This is an optimization exercise on Yosys and OpenROAD, whose aim is small area and a short achievable clock period, not a production implementation.
The RTL was checked by simulation tests, not by an equivalence proof against the original design.
No activity file was given, so power comes from the tool's default toggle rates.

== alpha ==
==> flow/design.v (excerpt) <==
module fifo #(
    DATA_WIDTH = 32,
    DEPTH      = 32,
    SKID       = 0) (
    input  logic clkIn,
    input  logic rstIn,
    input  logic wrValidIn,
    output logic wrConsentOut,
    input  logic [DATA_WIDTH-1:0] wrDataIn,
    output logic rdValidOut,
    input  logic rdConsentIn,
    output logic [DATA_WIDTH-1:0] rdDataOut);
    localparam MDEPTH = DEPTH - 1;               
    localparam NLO = 4;                          
    localparam NHI = (MDEPTH + NLO - 1) / NLO;   
    localparam LASTLO = (MDEPTH - 1) % NLO;
    localparam LASTHI = (MDEPTH - 1) / NLO;
    localparam CW = $clog2(DEPTH + 1);
    localparam HALF = DATA_WIDTH / 2;
    logic [DATA_WIDTH-1:0] headR;
    logic [DATA_WIDTH-1:0] memR [0:MDEPTH-1];
    logic [NLO-1:0] wrLoR, wrLoBR;
    logic [NHI-1:0] wrHiR, wrHiBR;
    logic [MDEPTH-1:0] rdSelR, rdSelBR;
    logic [CW-1:0] countR;
    logic rdValidR, wrConsentR, oneR;
    logic wr, rd, inc, dec, wrMem, rdMem, wrWrap, headLoad, consentNext;
    logic is2, is31, is32;
    logic [CW-1:0] countInc, countDec;
    logic [DATA_WIDTH-1:0] memOut;
    assign wr  = wrValidIn & wrConsentR;
    assign rd  = rdConsentIn & rdValidR;
    assign inc = wr & ~rd;
    assign dec = rd & ~wr;
    assign wrMem = wr & rdValidR & ~(rdConsentIn & oneR);
    assign rdMem = rd & ~oneR;
    assign wrWrap = wrLoR[LASTLO] & wrHiR[LASTHI];
    assign is2  = countR == CW'(2);
    assign is31 = countR == CW'(DEPTH - 1);
  ...
Settings: LEC_CHECK=0, CAP_MARGIN=20, CORE_MARGIN=2, CORE_UTILIZATION=65, CTS_CLUSTER_DIAMETER=90, CTS_CLUSTER_SIZE=28, SETUP_SLACK_MARGIN=2.6, SLEW_MARGIN=20, TNS_END_PERCENT=10; clock period 4.5 ns.
run.sh (not shown) runs the stock make flow with config.mk's settings and CLKGATE_MAP_FILE= SYNTH_SCRIPT=/design/flow/synth_recipe.tcl, a recipe that flattens the netlist after the stock synthesis.
Relative to alpha, the following input files were edited for beta:
# alpha
export LEC_CHECK = 0
export CAP_MARGIN = 20
export CORE_MARGIN = 2
export CORE_UTILIZATION = 65
export CTS_CLUSTER_DIAMETER = 90
export CTS_CLUSTER_SIZE = 28
export SETUP_SLACK_MARGIN = 2.6
export SLEW_MARGIN = 20
export TNS_END_PERCENT = 10
create_clock -name core_clock -period 4.5 [get_ports {clkIn}]
# beta
export LEC_CHECK = 0
export CAP_MARGIN = 20
export CORE_MARGIN = 2
export CORE_UTILIZATION = 70
export CTS_CLUSTER_DIAMETER = 90
export CTS_CLUSTER_SIZE = 28
export SETUP_SLACK_MARGIN = 2.5
export SLEW_MARGIN = 20
create_clock -name core_clock -period 4.5 [get_ports {clkIn}]
alpha ended up with rdDataOut[11] as its destination of the critical timing path; beta ended up with countR[5]. Per the comparison of beta with alpha, synthesized-area fraction occupied by ao, oa, aoi and oai cells essentially unchanged, number of filler instances in the final layout decreased 758. In the reports for alpha and beta, the smaller core utilization belongs to alpha. Taking alpha as the reference, in beta area growth from synthesis to final layout held steady; areal power density over the cells shrank by 0.50%; die area shrank by 7.0%. Between alpha and beta, the final non-filler cell area figures differ only marginally.
diff inputs: beta => gamma
# beta
export LEC_CHECK = 0
export CAP_MARGIN = 20
export CORE_MARGIN = 2
export CORE_UTILIZATION = 70
export CTS_CLUSTER_DIAMETER = 90
export CTS_CLUSTER_SIZE = 28
export SETUP_SLACK_MARGIN = 2.5
export SLEW_MARGIN = 20
create_clock -name core_clock -period 4.5 [get_ports {clkIn}]
# gamma
export LEC_CHECK = 0
export CAP_MARGIN = 20
export CORE_MARGIN = 2
export CORE_UTILIZATION = 65
export CTS_CLUSTER_DIAMETER = 90
export CTS_CLUSTER_SIZE = 28
export SETUP_SLACK_MARGIN = 2.4
export SLEW_MARGIN = 20
create_clock -name core_clock -period 4.5 [get_ports {clkIn}]
Results
- Re area of the multi-input gates: beta and gamma aren't equal, and the higher value belongs to beta.
- Taking beta as the reference point, the last weighted congestion value of the routability-driven placer of gamma falls by 2.8%.
- Looking at standard cell core area, gamma sits 8.6% above beta.
- gamma reports a lower depth of the worst register-to-register path than beta does.
- | share of power burned in the clock network | higher: gamma |

what the ideal ports hide:
How much do the figures lean on ideal ports? The routed layouts below were timed once more, with nothing changed but the port constraints.
Step 1: set_driving_cell puts a clkbuf_16 on clkIn and a buf_2 on each other input, an assumption about the parent block.
Step 2 times the ports against the registers' clock, not the clock port: input delays grow and output delays shrink by t, the midpoint of the rising clock arrivals with the driver on.
a / b / c = ideal ports / drivers / drivers and shift; a / b = the first two.
run | t (ns) | setup slack, ns | hold slack, ns | worst setup path after step 2 | worst register clock-pin slew, ns
alpha | 0.702 | 2.458 / 2.389 / 1.903 | 0.503 / 0.503 / 0.503 | input to register | 0.11 / 0.11
beta | 0.688 | 2.393 / 2.391 / 1.747 | 0.503 / 0.503 / 0.503 | input to register | 0.11 / 0.11
gamma | 0.702 | 2.394 / 2.329 / 1.660 | 0.508 / 0.508 / 0.508 | input to register | 0.11 / 0.11
After both steps setup and hold are still met in every run listed. The setup slack of gamma, which loses most, moves by -0.065 ns with the drivers and by -0.734 ns with both steps.
